From an optimization exercise on the open Yosys and OpenROAD flow, aimed at small area; shortcuts taken in it are not production practice. RTL that was checked went through simulation tests only; none was proved equivalent to the original.

==> 12-06: inputs <==
## tv80_cpu
module tv80_cpu (
  input         clk,
  input         reset_n,
  input         cen,
  input         wait_n,
  input         int_n,
  input         nmi_n,
  input         busrq_n,
  input  [7:0]  di,
  output        m1_n,
  output        mreq_n,
  output        iorq_n,
  output        rd_n,
  output        wr_n,
  output        rfsh_n,
  output        halt_n,
  output        busak_n,
  output [15:0] A,
  output [7:0]  dout
);
  tv80e #(
    .Mode(1),
    .IOWait(0)
  ) T80x (
    .reset_n (reset_n),
    .clk     (clk),
    .cen     (cen),
    .wait_n  (wait_n),
    .int_n   (int_n),
    .nmi_n   (nmi_n),
    .busrq_n (busrq_n),
    .mreq_n  (mreq_n),
    .rd_n    (rd_n),
    .wr_n    (wr_n),
    .A       (A),
    .di      (di),
    .dout    (dout),
    .m1_n    (m1_n),
    .iorq_n  (iorq_n),
    .rfsh_n  (rfsh_n),
    .halt_n  (halt_n),
    .busak_n (busak_n)
  );
endmodule
Settings: LEC_CHECK=0, CAP_MARGIN=15, CORE_MARGIN=2, CORE_UTILIZATION=40, GPL_TIMING_DRIVEN=0, SETUP_SLACK_MARGIN=0.4, SLEW_MARGIN=15; clock period 12.0 ns.
standard.sh (not shown) runs the stock make flow with config.mk's settings and CLKGATE_MAP_FILE= SYNTH_SCRIPT=/design/flow/synth_recipe.tcl, a recipe that flattens the netlist after the stock synthesis.
==> flow/flow/run.sh <==
#!/bin/bash
# Own layout flow: the standard synthesis, then an area-oriented re-mapping of
# the combinational logic only (every register instance is kept as synthesized),
# then the standard layout steps from floorplan to finish.
set -euo pipefail
WORK=$(pwd)
FLOWDIR=$(cd "$(dirname "${BASH_SOURCE[0]}")" && pwd)
R=$WORK/orfs/results/$FLOW_PLATFORM/tv80_cpu/base
YOSYS=$FLOW_HOME/../tools/install/yosys/bin/yosys
[ -x "$YOSYS" ] || YOSYS=yosys

bash standard.sh synth > $WORK/log_synth.txt 2>&1

cp $R/1_2_yosys.v $WORK/std_1_2_yosys.v
# Several independent runs of the re-mapping (different random seeds of
# ABC's &deepsyn), in parallel; the smallest netlist is kept.
LIB=$FLOW_HOME/platforms/$FLOW_PLATFORM/lib/sky130_fd_sc_hd__tt_025C_1v80.lib
NRUN=${NUM_CORES:-4}
for k in $(seq 1 $NRUN); do
  LIB=$LIB IN=$WORK/std_1_2_yosys.v OUT=$WORK/reopt_$k.v TOP=$FLOW_TOP DS_T=420 DS_SEED=$((k * 11)) \
    $YOSYS -c $FLOWDIR/reopt.tcl > $WORK/log_reopt_$k.txt 2>&1 &
done
wait
best=""; bestA=""
for k in $(seq 1 $NRUN); do
  a=$(grep "Chip area" $WORK/log_reopt_$k.txt | awk '{print $NF}') || true
  [ -n "$a" ] && [ -s $WORK/reopt_$k.v ] || continue
  if [ -z "$best" ] || awk -v a=$a -v b=$bestA 'BEGIN{exit !(a<b)}'; then best=$k; bestA=$a; fi
done
echo "kept run $best, area $bestA" | tee $WORK/log_reopt_choice.txt
cp $WORK/reopt_$best.v $WORK/reopt.v
cp $WORK/reopt.v $R/1_2_yosys.v
rm -f $R/1_synth.odb $R/1_synth.sdc

# Clock tree: smaller buffers, larger sink clusters, no dummy loads.
CTS="-sink_clustering_enable -repair_clock_nets -dont_use_dummy_load -buf_list sky130_fd_sc_hd__clkbuf_8 -sink_clustering_size 12 -sink_clustering_max_diameter 50"
bash standard.sh "CTS_ARGS=$CTS" "BUFFER_PORTS_ARGS=-buffer_cell sky130_fd_sc_hd__buf_1" finish > $WORK/log_finish.txt 2>&1
==> flow/flow/reopt.tcl <==
# Re-map the combinational cells of the standard synthesis netlist for area.
# Register cells are black boxes here, so their instances and names are kept.
yosys -import
set lib $::env(LIB)
read_liberty -ignore_miss_func $lib
set ffs [list]
foreach c [split [exec grep -o {cell *( *"\?sky130_fd_sc_hd__[a-z0-9_]*} $lib] "\n"] {
  regexp {(sky130_fd_sc_hd__[a-z0-9_]*)} $c -> name
  if {[regexp {__(df|edf|sdf|dl|sdl|conb|tap|fill|decap|diode)} $name]} { lappend ffs $name }
}
blackbox {*}$ffs
read_verilog $::env(IN)
hierarchy -top $::env(TOP)
flatten
opt_clean -purge
set M "strash; dch -f; map -a; mfs2"
abc -liberty $lib -dont_use *probe* -dont_use *lpflow* -script "+$M; strash; &get -n; &deepsyn -T $::env(DS_T) -S $::env(DS_SEED); &put; $M; $M; strash; dch -f; amap"
opt_clean -purge
hilomap -singleton -hicell sky130_fd_sc_hd__conb_1 HI -locell sky130_fd_sc_hd__conb_1 LO
splitnets
opt_clean -purge
stat -liberty $lib
write_verilog -noattr -nohex -nodec $::env(OUT)
==> 12-01: changes against 12-06 <==
--- a/flow/design.v
+++ b/flow/design.v
@@ -2657,21 +2657,17 @@
   reg           RegWEH;
   reg           RegWEL;
   reg           Alternate;
   reg [15:0]    TmpAddr;         
   reg [7:0]     IR;              
   reg [1:0]     ISet;            
-  reg           DHswap0, DHswap1;  
-  wire [1:0]    DHswap = {DHswap1, DHswap0};
-  wire [2:0]    RegAddrA_p, RegAddrB_p, RegAddrC_p;
+  reg [15:0]    RegBusA_r;
   reg [15:0]    ID16;
   reg [7:0]     Save_Mux;
-  reg [2:0]     tst;
-  reg [2:0]     mcyc;
-  wire [6:0]    tstate = 7'b0000001 << tst;
-  wire [6:0]    mcycle = 7'b0000001 << mcyc;
+  reg [6:0]     tstate;
+  reg [6:0]     mcycle;
   reg           last_mcycle, last_tstate;
   reg           IntE_FF1;
   reg           IntE_FF2;
   reg           Halt_FF;
   reg           BusReq_s;
   reg           BusAck;
@@ -3346,26 +3342,41 @@
           if (I_DJNZ == 1'b1 && Save_ALU_r == 1'b1 && Mode < 2 ) 
             begin
               IncDecZ <= F_Out[Flag_Z];
             end
           if ((tstate[2] || (tstate[3] && mcycle[0])) && IncDec_16[2:0] == 3'b100 ) 
             begin
-              IncDecZ <= IncDec_16[3] ? (RegBusA != 16'h0001) : (RegBusA != 16'hFFFF);
+              if (ID16 == 0 ) 
+                begin
+                  IncDecZ <= 1'b0;
+                end 
+              else 
+                begin
+                  IncDecZ <= 1'b1;
+                end
             end
+          RegBusA_r <= RegBusA;
         end
     end  
   always @( Alternate or ExchangeDH or IncDec_16
 	   or RegAddrA_r or RegAddrB_r or XY_State or mcycle or tstate)
     begin
       if ((tstate[2] || (tstate[3] && mcycle[0] && IncDec_16[2] == 1'b1)) && XY_State == 2'b00)
         RegAddrA = { Alternate, IncDec_16[1:0] };
       else if ((tstate[2] || (tstate[3] && mcycle[0] && IncDec_16[2] == 1'b1)) && IncDec_16[1:0] == 2'b10)
         RegAddrA = { XY_State[1], 2'b11 };
+      else if (ExchangeDH == 1'b1 && tstate[3])
+        RegAddrA = { Alternate, 2'b10 };
+      else if (ExchangeDH == 1'b1 && tstate[4])
+        RegAddrA = { Alternate, 2'b01 };
       else
         RegAddrA = RegAddrA_r;
-      RegAddrB = RegAddrB_r;
+      if (ExchangeDH == 1'b1 && tstate[3])
+        RegAddrB = { Alternate, 2'b01 };
+      else
+        RegAddrB = RegAddrB_r;
     end  
   always @( ALU_Op_r or Auto_Wait_t1 or ExchangeDH
 	   or IncDec_16 or Read_To_Reg_r or Save_ALU_r or mcycle
 	   or tstate or wait_n)
     begin
       RegWEH = 1'b0;
@@ -3379,62 +3390,59 @@
                 RegWEH = ~ Read_To_Reg_r[0];
                 RegWEL = Read_To_Reg_r[0];
               end  
             default : ;
           endcase  
         end  
+      if (ExchangeDH && (tstate[3] || tstate[4]) ) 
+        begin
+          RegWEH = 1'b1;
+          RegWEL = 1'b1;
+        end
       if (IncDec_16[2] && ((tstate[2] && wait_n && ~mcycle[0]) || (tstate[3] && mcycle[0])) ) 
         begin
           case (IncDec_16[1:0])
             2'b00 , 2'b01 , 2'b10 :
               begin
                 RegWEH = 1'b1;
                 RegWEL = 1'b1;
               end  
             default : ;
           endcase
         end
     end  
-  always @( ID16 or IncDec_16
-	   or Save_Mux or mcycle or tstate)
+  always @( ExchangeDH or ID16 or IncDec_16 or RegBusA_r
+	   or RegBusB or Save_Mux or mcycle or tstate)
     begin
       RegDIH = Save_Mux;
       RegDIL = Save_Mux;
-      if (IncDec_16[2] == 1'b1 && ((tstate[2] && ~mcycle[0]) || (tstate[3] && mcycle[0])) ) 
+      if (ExchangeDH == 1'b1 && tstate[3] ) 
         begin
-          RegDIH = ID16[15:8];
-          RegDIL = ID16[7:0];
+          RegDIH = RegBusB[15:8];
+          RegDIL = RegBusB[7:0];
         end
-    end
-  assign RegAddrA_p = (DHswap[RegAddrA[2]] && (RegAddrA[1] ^ RegAddrA[0])) ? {RegAddrA[2], ~RegAddrA[1:0]} : RegAddrA;
-  assign RegAddrB_p = (DHswap[RegAddrB[2]] && (RegAddrB[1] ^ RegAddrB[0])) ? {RegAddrB[2], ~RegAddrB[1:0]} : RegAddrB;
-  assign RegAddrC_p = (DHswap[RegAddrC[2]] && (RegAddrC[1] ^ RegAddrC[0])) ? {RegAddrC[2], ~RegAddrC[1:0]} : RegAddrC;
-  always @ (posedge clk or negedge reset_n)
-    begin
-      if (reset_n == 1'b0)
+      else if (ExchangeDH == 1'b1 && tstate[4] ) 
         begin
-          DHswap0 <= 1'b0;
-          DHswap1 <= 1'b0;
+          RegDIH = RegBusA_r[15:8];
+          RegDIL = RegBusA_r[7:0];
         end
-      else if (ClkEn == 1'b1 && ExchangeDH == 1'b1 && tstate[4])
+      else if (IncDec_16[2] == 1'b1 && ((tstate[2] && ~mcycle[0]) || (tstate[3] && mcycle[0])) ) 
         begin
-          if (Alternate)
-            DHswap1 <= ~ DHswap1;
-          else
-            DHswap0 <= ~ DHswap0;
+          RegDIH = ID16[15:8];
+          RegDIL = ID16[7:0];
         end
     end
   tv80_reg i_reg
     (
      .clk                  (clk),
      .CEN                  (ClkEn),
      .WEH                  (RegWEH),
      .WEL                  (RegWEL),
-     .AddrA                (RegAddrA_p),
-     .AddrB                (RegAddrB_p),
-     .AddrC                (RegAddrC_p),
+     .AddrA                (RegAddrA),
+     .AddrB                (RegAddrB),
+     .AddrC                (RegAddrC),
      .DIH                  (RegDIH),
      .DIL                  (RegDIL),
      .DOAH                 (RegBusA[15:8]),
      .DOAL                 (RegBusA[7:0]),
      .DOBH                 (RegBusB[15:8]),
      .DOBL                 (RegBusB[7:0]),
@@ -3547,14 +3555,14 @@
         end
     end
   always @ (posedge clk or negedge reset_n)
     begin
       if (reset_n == 1'b0 ) 
         begin
-          mcyc <= 3'd0;
-          tst <= 3'd0;
+          mcycle <= 7'b0000001;
+          tstate <= 7'b0000001;
           Pre_XY_F_M <= 3'b000;
           Halt_FF <= 1'b0;
           BusAck <= 1'b0;
           NMICycle <= 1'b0;
           IntCycle <= 1'b0;
           IntE_FF1 <= 1'b0;
@@ -3627,32 +3635,32 @@
                       if (BusReq_s == 1'b1 ) 
                         begin
                           BusAck <= 1'b1;
                         end 
                       else 
                         begin
-                          tst <= 3'd1;
+                          tstate <= 7'b0000010;
                           if (NextIs_XY_Fetch == 1'b1 ) 
                             begin
-                              mcyc <= 3'd5;
-                              Pre_XY_F_M <= mcyc + 3'd1;
+                              mcycle <= 7'b0100000;
+                              Pre_XY_F_M <= mcyc_to_number(mcycle);
                               if (IR == 8'b00110110 && Mode == 0 ) 
                                 begin
                                   Pre_XY_F_M <= 3'b010;
                                 end
                             end 
                           else if ((mcycle[6]) || (mcycle[5] && Mode == 1 && ISet != 2'b01) ) 
                             begin
-                              mcyc <= Pre_XY_F_M;
+                              mcycle <= number_to_bitvec(Pre_XY_F_M + 1);
                             end 
                           else if ((last_mcycle) ||
                                    No_BTR == 1'b1 ||
                                    (mcycle[1] && I_DJNZ == 1'b1 && IncDecZ == 1'b1) ) 
                             begin
                               m1_n <= 1'b0;
-                              mcyc <= 3'd0;
+                              mcycle <= 7'b0000001;
                               IntCycle <= 1'b0;
                               NMICycle <= 1'b0;
                               if (NMI_s == 1'b1 && Prefix == 2'b00 ) 
                                 begin
                                   NMICycle <= 1'b1;
                                   IntE_FF1 <= 1'b0;
@@ -3663,34 +3671,34 @@
                                   IntE_FF1 <= 1'b0;
                                   IntE_FF2 <= 1'b0;
                                 end
                             end 
                           else 
                             begin
-                              mcyc <= (mcyc == 3'd6) ? 3'd0 : mcyc + 3'd1;
+                              mcycle <= { mcycle[5:0], mcycle[6] };
                             end
                         end
                     end 
                   else 
                     begin    
                       if ( ~(Auto_Wait == 1'b1 && Auto_Wait_t2 == 1'b0) &&
                            ~(IOWait == 1 && iorq_i == 1'b1 && Auto_Wait_t1 == 1'b0) ) 
                         begin
-                          tst <= (tst == 3'd6) ? 3'd0 : tst + 3'd1;
+                          tstate <= { tstate[5:0], tstate[6] };
                         end
                     end
                 end
               if (tstate[0]) 
                 begin
                   m1_n <= 1'b0;
                 end
             end
         end
     end
   always @( BTR_r or DI_Reg or IncDec_16 or JumpE or PC
-	   or RegBusA or RegBusC or SP or tstate or Inc_WZ or TmpAddr)
+	   or RegBusA or RegBusC or SP or tstate)
     begin
       if (JumpE == 1'b1 ) 
         begin
           PC16_B = { {8{DI_Reg[7]}}, DI_Reg };
         end 
       else if (BTR_r == 1'b1 ) 
==> flow/flow/run.sh (replaced) <==
#!/bin/bash
# Own layout flow: the standard synthesis, then an area-oriented re-mapping of
# the combinational logic only (every register instance is kept as synthesized),
# then the standard layout steps from floorplan to finish.
set -euo pipefail
WORK=$(pwd)
FLOWDIR=$(cd "$(dirname "${BASH_SOURCE[0]}")" && pwd)
R=$WORK/orfs/results/$FLOW_PLATFORM/tv80_cpu/base
YOSYS=$FLOW_HOME/../tools/install/yosys/bin/yosys
[ -x "$YOSYS" ] || YOSYS=yosys

bash standard.sh synth > $WORK/log_synth.txt 2>&1

cp $R/1_2_yosys.v $WORK/std_1_2_yosys.v
LIB=$FLOW_HOME/platforms/$FLOW_PLATFORM/lib/sky130_fd_sc_hd__tt_025C_1v80.lib \
IN=$WORK/std_1_2_yosys.v OUT=$WORK/reopt.v TOP=$FLOW_TOP \
  $YOSYS -c $FLOWDIR/reopt.tcl > $WORK/log_reopt.txt 2>&1
cp $WORK/reopt.v $R/1_2_yosys.v
rm -f $R/1_synth.odb $R/1_synth.sdc

bash standard.sh finish > $WORK/log_finish.txt 2>&1
--- a/flow/flow/reopt.tcl
+++ b/flow/flow/reopt.tcl
@@ -11,13 +11,13 @@
 blackbox {*}$ffs
 read_verilog $::env(IN)
 hierarchy -top $::env(TOP)
 flatten
 opt_clean -purge
 set M "strash; dch -f; map -a; mfs2"
-abc -liberty $lib -dont_use *probe* -dont_use *lpflow* -script "+$M; strash; &get -n; &deepsyn -T $::env(DS_T) -S $::env(DS_SEED); &put; $M; $M; strash; dch -f; amap"
+abc -liberty $lib -dont_use *probe* -dont_use *lpflow* -script "+$M; $M; $M; $M; $M; strash; dch -f; amap"
 opt_clean -purge
 hilomap -singleton -hicell sky130_fd_sc_hd__conb_1 HI -locell sky130_fd_sc_hd__conb_1 LO
 splitnets
 opt_clean -purge
 stat -liberty $lib
 write_verilog -noattr -nohex -nodec $::env(OUT)
- CAP_MARGIN: 15 -> 20
- GPL_TIMING_DRIVEN: 0 -> default
- SETUP_SLACK_MARGIN: 0.4 -> default
- SLEW_MARGIN: 15 -> 20
==> flow_metrics.env <==
export IMPL_grt_antenna_before_repair=12
export IMPL_slowest_stage="or2_1"
export IMPL_drtIter0Drc=5483
export IMPL_grt_pass1_vias=26300
export IMPL_hold_path_end="T80x.i_tv80_core.BTR_r$_DFFE_PN0P_"
export IMPL_run_status="finished clean"
export IMPL_clkTransAtPathRegs_ns=0.09
export IMPL_powerDensity_nw_per_um2=275
export IMPL_netlist_instances=3080
export IMPL_grt_pass1_wl_um=193000
export IMPL_instances_no_fill=3979
export IMPL_cp_max_fo=32
export IMPL_met2_length_um=55300
export IMPL_syn_cell_area_um2=23500
export IMPL_fillers=6019
Source of the figures above: 12-06

==> flow_metrics.env <==
export IMPL_drtIter0Drc=6159
export IMPL_met2_length_um=71400
export IMPL_run_status="finished clean"
export IMPL_grt_pass1_vias=32700
export IMPL_syn_cell_area_um2=27500
export IMPL_fillers=6955
export IMPL_powerDensity_nw_per_um2=362
export IMPL_netlist_instances=3684
export IMPL_grt_pass1_wl_um=250000
export IMPL_clkTransAtPathRegs_ns=0.06
Source of the figures above: 12-01

Only the layout flow was run in 12-01; the RTL was not checked for function there.

-- static timing again, ports no longer ideal --
The flow's constraints put no driver on any port. The routed layouts listed below were extracted and timed again, unchanged, in two steps. Step 1, drivers: a clkbuf_16 drives clk and a buf_2 each remaining input, both assumed. Step 2 adds t to the input delays and takes it off the output delays; t is the mean of the earliest and latest rising clock arrival at the registers after step 1. Input paths then give back, and output paths get back, about the clock's delay inside the block. a / b / c = ideal ports / drivers / drivers and shift; a / b = the first two.
| run | shift t [ns] | slack for setup (ns) | clock arrival spread, ns | worst register clock-pin slew, ns |
|---|---|---|---|---|
| 12-06 | 0.724 | 0.733 / 0.733 / 0.733 | 0.102 / 0.102 | 0.09 / 0.09 |
| 12-01 | 0.668 | 0.887 / 0.887 / 0.887 | 0.029 / 0.030 | 0.07 / 0.07 |
After both steps setup and hold are still met in every run listed.
